This design comes from an exercise in tuning for small area, a short achievable clock period and few clock cycles per item on the open sky130 flow, not from production work.
At most, simulation tests tie the RTL to the original design; equivalence was not proved.

==> inputs of run K <==
==> flow/design.v (excerpt) <==
module multipli
#(parameter int N = 32)
(
	input  logic                        CLOCK,
	input  logic                        RESET,
	input  logic                        START,
	input  logic signed [N-1:0]         A,B,
	output logic signed [2*N-1:0]       S,
	output logic                        END_MULT
);
logic [1:0] COUNT;
logic [40:0] X, Y;
logic [23:0] LO;
logic XB;
logic go, first, last;
logic [0:0] NF;     
assign go    = START & ~END_MULT;
assign first = ~NF[0];
assign last  = (COUNT == 2'd3);
logic [8:0] ab [1];
always_comb
    for (int k = 0; k < 1; k++)
        ab[k] = NF[k] ? {LO[7:0], XB} : {A[7:0], 1'b0};
logic [3:0] one [1], two [1], ng [1];
logic [32:0] m [4];
logic [32:0] Bl, Bh;
assign Bl = {B[31], B};
assign Bh = {B, 1'b0};
always_comb begin
    for (int k = 0; k < 1; k++)
        for (int i = 0; i < 4; i++) begin
            one[k][i] = ab[k][2*i] ^ ab[k][2*i+1];
            two[k][i] = (ab[k][2*i+2] & ~ab[k][2*i+1] & ~ab[k][2*i]) | (~ab[k][2*i+2] & ab[k][2*i+1] & ab[k][2*i]);
            ng[k][i]  = ab[k][2*i+2] & ~(ab[k][2*i+1] & ab[k][2*i]);
        end
    for (int i = 0; i < 4; i++)
        for (int j = 0; j < 33; j++) begin
            int k;
            k = j * 1 / 33;
            m[i][j] = ((one[k][i] & Bl[j]) | (two[k][i] & Bh[j])) ^ ng[k][i];
        end
end
logic fa_p0, fa_g0;
assign fa_p0 = X[0] ^ Y[0];
assign fa_g0 = X[0] & Y[0];
logic fa_p1, fa_g1;
assign fa_p1 = X[1] ^ Y[1];
assign fa_g1 = X[1] & Y[1];
logic fa_p2, fa_g2;
assign fa_p2 = X[2] ^ Y[2];
assign fa_g2 = X[2] & Y[2];
logic fa_p3, fa_g3;
assign fa_p3 = X[3] ^ Y[3];
assign fa_g3 = X[3] & Y[3];
logic fa_p4, fa_g4;
assign fa_p4 = X[4] ^ Y[4];
assign fa_g4 = X[4] & Y[4];
logic fa_p5, fa_g5;
assign fa_p5 = X[5] ^ Y[5];
assign fa_g5 = X[5] & Y[5];
logic fa_p6, fa_g6;
assign fa_p6 = X[6] ^ Y[6];
assign fa_g6 = X[6] & Y[6];
logic fa_p7, fa_g7;
assign fa_p7 = X[7] ^ Y[7];
assign fa_g7 = X[7] & Y[7];
logic fa_p8, fa_g8;
assign fa_p8 = X[8] ^ Y[8];
assign fa_g8 = X[8] & Y[8];
logic fa_p9, fa_g9;
assign fa_p9 = X[9] ^ Y[9];
assign fa_g9 = X[9] & Y[9];
  ...
export LEC_CHECK = 0
export CAP_MARGIN = 20
export CORE_MARGIN = 2
export CORE_UTILIZATION = 40
export SETUP_SLACK_MARGIN = 1.2
export SLEW_MARGIN = 20
create_clock -name core_clock -period 5.0 [get_ports {CLOCK}]
standard.sh (not shown) runs the stock make flow with config.mk's settings and CLKGATE_MAP_FILE= SYNTH_SCRIPT=/design/flow/synth_recipe.tcl, a recipe that flattens the netlist after the stock synthesis.
==> flow/flow/run.sh <==
#!/bin/bash
# Layout flow: the standard flow (standard.sh) with two changes.
# 1. The port buffers that global placement inserts are made from
#    sky130_fd_sc_hd__buf_1 instead of the default pick; the resizer upsizes
#    them where timing or slew needs it.
# 2. After the standard synthesis, flow/fixinv.py removes inverters around
#    the full-adder cells (an adder with all inputs and outputs complemented
#    is the same adder) and swaps gates for their complements where that
#    saves an inverter. Registers are not touched.
# Each tool's output goes to a log of its own in this folder.
set -e
export BUFFER_PORTS_ARGS="-buffer_cell sky130_fd_sc_hd__buf_1"
RES=orfs/results/sky130hd/multipli/base
OR=$(command -v openroad || echo /OpenROAD-flow-scripts/tools/install/OpenROAD/bin/openroad)
bash standard.sh synth > synth.log 2>&1
cp $RES/1_synth.odb $RES/1_synth_std.odb
"$OR" -python -no_init flow/fixinv.py $RES/1_synth_std.odb $RES/1_synth.odb > fixinv.log 2>&1
bash standard.sh > standard.log 2>&1
Other scripts of this flow, unchanged in this note and not shown: flow/flow/fixinv.py
==> inputs of run A, as changes to run K <==
--- a/flow/design.v
+++ b/flow/design.v
@@ -15,26 +15,36 @@
 logic go, first, last;
 logic [0:0] NF;     
 assign go    = START & ~END_MULT;
 assign first = ~NF[0];
 assign last  = (COUNT == 2'd3);
-logic [8:0] ab [1];
-always_comb
-    for (int k = 0; k < 1; k++)
-        ab[k] = NF[k] ? {LO[7:0], XB} : {A[7:0], 1'b0};
+logic [8:0] aa, al;
+assign aa = {A[7:0], 1'b0};
+assign al = {LO[7:0], XB};
+logic [3:0] oneA, twoA, ngA, oneL, twoL, ngL;
+always_comb begin
+    for (int i = 0; i < 4; i++) begin
+        oneA[i] = aa[2*i] ^ aa[2*i+1];
+        twoA[i] = (aa[2*i+2] & ~aa[2*i+1] & ~aa[2*i]) | (~aa[2*i+2] & aa[2*i+1] & aa[2*i]);
+        ngA[i]  = aa[2*i+2] & ~(aa[2*i+1] & aa[2*i]);
+        oneL[i] = al[2*i] ^ al[2*i+1];
+        twoL[i] = (al[2*i+2] & ~al[2*i+1] & ~al[2*i]) | (~al[2*i+2] & al[2*i+1] & al[2*i]);
+        ngL[i]  = al[2*i+2] & ~(al[2*i+1] & al[2*i]);
+    end
+end
 logic [3:0] one [1], two [1], ng [1];
+always_comb
+    for (int k = 0; k < 1; k++) begin
+        one[k] = NF[k] ? oneL : oneA;
+        two[k] = NF[k] ? twoL : twoA;
+        ng[k]  = NF[k] ? ngL : ngA;
+    end
 logic [32:0] m [4];
 logic [32:0] Bl, Bh;
 assign Bl = {B[31], B};
 assign Bh = {B, 1'b0};
 always_comb begin
-    for (int k = 0; k < 1; k++)
-        for (int i = 0; i < 4; i++) begin
-            one[k][i] = ab[k][2*i] ^ ab[k][2*i+1];
-            two[k][i] = (ab[k][2*i+2] & ~ab[k][2*i+1] & ~ab[k][2*i]) | (~ab[k][2*i+2] & ab[k][2*i+1] & ab[k][2*i]);
-            ng[k][i]  = ab[k][2*i+2] & ~(ab[k][2*i+1] & ab[k][2*i]);
-        end
     for (int i = 0; i < 4; i++)
         for (int j = 0; j < 33; j++) begin
             int k;
             k = j * 1 / 33;
             m[i][j] = ((one[k][i] & Bl[j]) | (two[k][i] & Bh[j])) ^ ng[k][i];
- ABC_AREA: not set -> 1
- SETUP_SLACK_MARGIN: 1.2 -> 1.3
==> notes.md <==
In run A the critical path depth is higher than in run K, by 3.
Against run K, the core utilization of run A is lower by 4.1 points.
Of run K and run A, run A has the higher synthesized cell count (gap about 20%, measured against run A).
In run A the first-iteration DRC count is higher than in run K, by about 32%.
Testbench counts of run K, summed over its fixed seeds: cycles 7,992, items 1,600.
Testbench counts of run A, summed over its fixed seeds: cycles 7,992, items 1,600.


==> build 6: inputs <==
Starting RTL as in the previous note.
==> flow/config.mk <==
export PLATFORM = sky130hd
export DESIGN_NAME = multipli
export DESIGN_NICKNAME = multipli
export VERILOG_FILES = /design/flow/design.v
export SDC_FILE = /design/flow/constraint.sdc
export NUM_CORES = 4
export LEC_CHECK = 0
export CAP_MARGIN = 20
export CORE_MARGIN = 2
export CORE_UTILIZATION = 40
export SLEW_MARGIN = 20
==> flow/constraint.sdc <==
create_clock -name core_clock -period 5.0 [get_ports {CLOCK}]
set_input_delay 1.0000 -clock core_clock [delete_from_list [all_inputs] [get_ports {CLOCK}]]
set_output_delay 1.0000 -clock core_clock [all_outputs]
set_load 0.01 [all_outputs]
==> flow/flow/run.sh <==
#!/bin/bash
# Layout flow: the standard flow (standard.sh), with the port buffers
# that global placement inserts made from sky130_fd_sc_hd__buf_1 instead of
# the default pick; the resizer upsizes them where timing or slew needs it.
set -e
export BUFFER_PORTS_ARGS="-buffer_cell sky130_fd_sc_hd__buf_1"
bash standard.sh > standard.log 2>&1
==> inputs of build 40, as changes to build 6 <==
--- a/flow/design.v
+++ b/flow/design.v
@@ -14,28 +14,38 @@
 logic XB;
 logic go, first, last;
 logic [0:0] NF;     
 assign go    = START & ~END_MULT;
 assign first = ~NF[0];
 assign last  = (COUNT == 2'd3);
-logic [8:0] ab [1];
-always_comb
-    for (int k = 0; k < 1; k++)
-        ab[k] = NF[k] ? {LO[7:0], XB} : {A[7:0], 1'b0};
+logic [8:0] aa, al;
+assign aa = {A[7:0], 1'b0};
+assign al = {LO[7:0], XB};
+logic [3:0] oneA, twoA, ngA, oneL, twoL, ngL;
+always_comb begin
+    for (int i = 0; i < 4; i++) begin
+        oneA[i] = aa[2*i] ^ aa[2*i+1];
+        twoA[i] = (aa[2*i+2] & ~aa[2*i+1] & ~aa[2*i]) | (~aa[2*i+2] & aa[2*i+1] & aa[2*i]);
+        ngA[i]  = aa[2*i+2] & ~(aa[2*i+1] & aa[2*i]);
+        oneL[i] = al[2*i] ^ al[2*i+1];
+        twoL[i] = (al[2*i+2] & ~al[2*i+1] & ~al[2*i]) | (~al[2*i+2] & al[2*i+1] & al[2*i]);
+        ngL[i]  = al[2*i+2] & ~(al[2*i+1] & al[2*i]);
+    end
+end
 logic [3:0] one [1], two [1], ng [1];
+always_comb
+    for (int k = 0; k < 1; k++) begin
+        one[k] = NF[k] ? oneL : oneA;
+        two[k] = NF[k] ? twoL : twoA;
+        ng[k]  = NF[k] ? ngL : ngA;
+    end
 logic [32:0] m [4];
 logic [32:0] Bl, Bh;
 assign Bl = {B[31], B};
 assign Bh = {B, 1'b0};
 always_comb begin
-    for (int k = 0; k < 1; k++)
-        for (int i = 0; i < 4; i++) begin
-            one[k][i] = ab[k][2*i] ^ ab[k][2*i+1];
-            two[k][i] = (ab[k][2*i+2] & ~ab[k][2*i+1] & ~ab[k][2*i]) | (~ab[k][2*i+2] & ab[k][2*i+1] & ab[k][2*i]);
-            ng[k][i]  = ab[k][2*i+2] & ~(ab[k][2*i+1] & ab[k][2*i]);
-        end
     for (int i = 0; i < 4; i++)
         for (int j = 0; j < 33; j++) begin
             int k;
             k = j * 1 / 33;
             m[i][j] = ((one[k][i] & Bl[j]) | (two[k][i] & Bh[j])) ^ ng[k][i];
         end
==> flow/config.mk (replaced) <==
export PLATFORM = sky130hd
export DESIGN_NAME = multipli
export DESIGN_NICKNAME = multipli
export VERILOG_FILES = /design/flow/design.v
export SDC_FILE = /design/flow/constraint.sdc
export NUM_CORES = 4
export LEC_CHECK = 0
export ABC_AREA = 1
export CAP_MARGIN = 20
export CORE_MARGIN = 2
export CORE_UTILIZATION = 40
export SETUP_SLACK_MARGIN = 1.0
export SLEW_MARGIN = 20
==> comparison table <==
                                                                      build 6        build 40
Fraction of standard cell area in multi-input logic                     56.1%           55.2%
Global placement routability congestion                                 0.859           0.903
Routing usage on met1                                                   28.9%           28.4%
Aggregate routed wire length                                         28600 um        29000 um
Warnings from Yosys                                                         6               5
Multi-input gate count                                                    680             842
Non-CTS inverters                                                         118             223
Count of cells along the worst register-to-register path                   12              11
Detailed-router iteration count before antenna repair                       6               5
Largest driver fanout on the critical path                                  5              10
Compound-cell area share of the yosys netlist                           14.8%           10.5%
Status                                                         finished clean  finished clean
Clock distribution area overhead in the final layout                    2.62%           2.29%
Post-Route Hold Slack                                                0.455 ns        0.464 ns
Post-route cell area                                               11500 um^2      12000 um^2
Detailed-route wire length per cell                                   20.3 um         17.0 um
Signal buffers                                                            150             146
Cell total after placement                                               1390            1696
Share of synthesized cell area in and, or, nand and nor gates           5.54%           13.9%
Met3 routing resource usage after global routing                        4.85%           2.58%
Number of stages on the worst setup path                                   10              14
Maximum clock rate                                                    211 MHz         260 MHz
Testbench counts of build 6, summed over its fixed seeds: cycles 7,992, items 1,600.
Testbench counts of build 40, summed over its fixed seeds: cycles 7,992, items 1,600.


==> inputs of job 2331 <==
multipli, a different RTL version from the one above (not shown whole).
==> module multipli, before the edit <==
module multipli
#(parameter int N = 32)
(
	input  logic                        CLOCK,
	input  logic                        RESET,
	input  logic                        START,
	input  logic signed [N-1:0]         A,B,
	output logic signed [2*N-1:0]       S,
	output logic                        END_MULT
);
localparam int D  = 2;           
localparam int R  = 2*D;         
localparam int K  = N/R;         
localparam int CW = (K > 1) ? $clog2(K) : 1;
localparam int W  = N + R;       
logic [CW-1:0]  COUNT;
logic [N-1:0]   ACC, LO;
logic           go, first, last;
assign go    = START & ~END_MULT;
assign first = (COUNT == '0);
assign last  = (COUNT == CW'(K-1));
logic [N:0]     Ax;
logic [R:0]     abits;
assign Ax    = {A, 1'b0};
assign abits = Ax[R*COUNT +: R+1];
logic [W-1:0] pp [D];
logic [D-1:0] neg;
always_comb begin
    for (int i = 0; i < D; i++) begin
        logic [2:0] q;
        logic       s1, s2;
        logic [N:0] m;
        q      = abits[2*i +: 3];
        s1     = q[0] ^ q[1];
        s2     = (q == 3'b011) | (q == 3'b100);
        neg[i] = q[2] & ~(q[1] & q[0]);
        m      = ({N+1{s1}} & {B[N-1], B}) | ({N+1{s2}} & {B, 1'b0});
        m      = m ^ {N+1{neg[i]}};
        pp[i]  = W'($signed(m)) << (2*i);
    end
end
logic [W-1:0] accx, negs, T;
always_comb begin
    accx = first ? '0 : W'($signed(ACC));
    negs = '0;
    for (int i = 0; i < D; i++) negs[2*i] = neg[i];
    T = accx + negs;
    for (int i = 0; i < D; i++) T = T + pp[i];
end
always_ff @(posedge CLOCK or negedge RESET) begin
    if (!RESET) begin
        END_MULT <= 1'b0;
        COUNT    <= '0;
    end else begin
        if (go) begin
            COUNT    <= last ? '0 : COUNT + 1'b1;
            END_MULT <= last;
        end else if (!START) begin
            END_MULT <= 1'b0;
        end
    end
end
always_ff @(posedge CLOCK) begin
    if (!END_MULT) begin
        ACC <= T[W-1:R];
        LO  <= {T[R-1:0], LO[N-1:R]};
    end
end
assign S = {ACC, LO};
endmodule
make LEC_CHECK=0 CAP_MARGIN=20 CORE_MARGIN=2 CORE_UTILIZATION=40 SLEW_MARGIN=20 finish   # period 5.0 ns
run.sh (not shown) runs the stock make flow with config.mk's settings and CLKGATE_MAP_FILE= SYNTH_SCRIPT=/design/flow/synth_recipe.tcl, a recipe that flattens the netlist after the stock synthesis.
Stock flow here: none of the scripts above is used.
==> inputs of job 3557, as changes to job 2331 <==
==> flow/design.v (replaced) <==
module multipli
#(parameter int N = 32)
(
	input  logic                        CLOCK,
	input  logic                        RESET,     
	input  logic                        START,
	input  logic signed [N-1:0]         A,B,
	output logic signed [2*N-1:0]       S,
	output logic                        END_MULT
);
typedef enum logic [2:0] { idle, init, op, shift, notify } var_states;
var_states state;
logic signed [N+1:0]  ACCU;      
logic signed [N-1:0]  LO,M;      
logic                      X;		  
logic [$clog2(N+2)-1:0] COUNT;   
logic [2:0] q;                        
assign q = {LO[1:0], X};              
logic signed [N+1:0] Mext;
assign Mext = M; 
always_ff @(posedge CLOCK or negedge RESET) begin
    if (!RESET) begin
        state    <= idle;
        END_MULT <= 1'b0;
        ACCU     <= '0;
        LO       <= '0;
        M        <= '0;
        X        <= 1'b0;
        COUNT    <= '0;
    end else begin
        unique case (state)
            idle: begin
                END_MULT <= 1'b0;
                if (START) state <= init;
            end
            init: begin
                ACCU  <= '0;
                LO    <= $signed(A);      
                M     <= $signed(B);       
                X     <= 1'b0;
                COUNT <= '0;
                state <= op;
            end
            op: begin
                unique case (q)
                    3'b000, 3'b111: ACCU <= ACCU;                 
                    3'b001, 3'b010: ACCU <= ACCU + Mext;         
                    3'b011:         ACCU <= ACCU + (Mext <<< 1);  
                    3'b100:         ACCU <= ACCU - (Mext <<< 1);   
                    3'b101, 3'b110: ACCU <= ACCU - Mext;         
                    default:        ACCU <= ACCU;
                endcase
                COUNT <= COUNT + 2;
                state <= shift;
            end
            shift: begin
				{ACCU, LO, X} <= $signed({ACCU, LO, X}) >>> 2;                     
                if (COUNT >= N)
                    state <= notify;
                else
                    state <= op;
            end
            notify: begin
                END_MULT <= 1'b1;                   
                if (!START) state <= idle;
            end
            default: state <= idle;
        endcase
    end
end
assign S = {ACCU[N-1:0], LO};
endmodule
==> impl_metrics.csv <==
group,metric,value,unit
status,outcome,"timing/DRC/antenna clean",
cells_and_area,multiInputGateArea,6380,sq um
synth,synth.largest_area_cell,"dfrtp_1",
clocking,cts_sinks,108,
global_routing,grt_max_degree,45,
drt,wl_met3,1.99,mm
[end of results for job 3557]
==> impl_metrics.csv <==
group,metric,value,unit
timing,final-setup-viol-count,25,
global_routing,grt_max_degree,47,
clocking,cts_sinks,68,
status,outcome,"failed layout checks",
synth,synth.largest_area_cell,"edfxtp_1",
timing,setup_ws,-0.359,ns
status,check.faults,"setup timing",
[end of results for job 2331]
Testbench counts of job 3557, summed over its fixed seeds: cycles 59,184, items 1,600.
No functional check of the RTL was part of job 2331.

==> static timing again, ports no longer ideal <==
The results above use ideal ports. As a check the final layouts listed here were re-extracted and re-timed, cells and wires unchanged. Step 1, drivers: a clkbuf_16 drives CLOCK and a buf_2 each remaining input, both assumed. Step 2 also shifts input and output timing later by t, the mid clock arrival at the registers, as if the neighbouring blocks saw the same clock. Three values: ideal ports, drivers, drivers and shift; two values: the first two.
| run | t, ns | setup WS [ns] | worst setup path after step 2 | latest minus earliest clock arrival (ns) | cell pins on the clock port's net |
|---|---|---|---|---|---|
| run K | 0.407 | 0.799 / 0.752 / 0.746 | input to register | 0.015 / 0.015 | 1 |
| run A | 0.412 | 1.384 / 1.337 / 1.002 | input to register | 0.013 / 0.013 | 1 |
| build 6 | 0.395 | 0.259 / 0.216 / 0.497 | input to register | 0.014 / 0.013 | 1 |
| build 40 | 0.400 | 1.157 / 1.112 / 0.769 | input to register | 0.015 / 0.014 | 1 |
| job 2331 | 0.395 | -0.359 / -0.342 / -0.737 | input to register | 0.009 / 0.010 | 1 |
| job 3557 | 0.418 | 0.265 / 0.265 / 0.265 | register to register | 0.015 / 0.015 | 1 |
The setup slack of build 40, which loses most, moves by -0.045 ns with the drivers and by -0.388 ns with both steps.
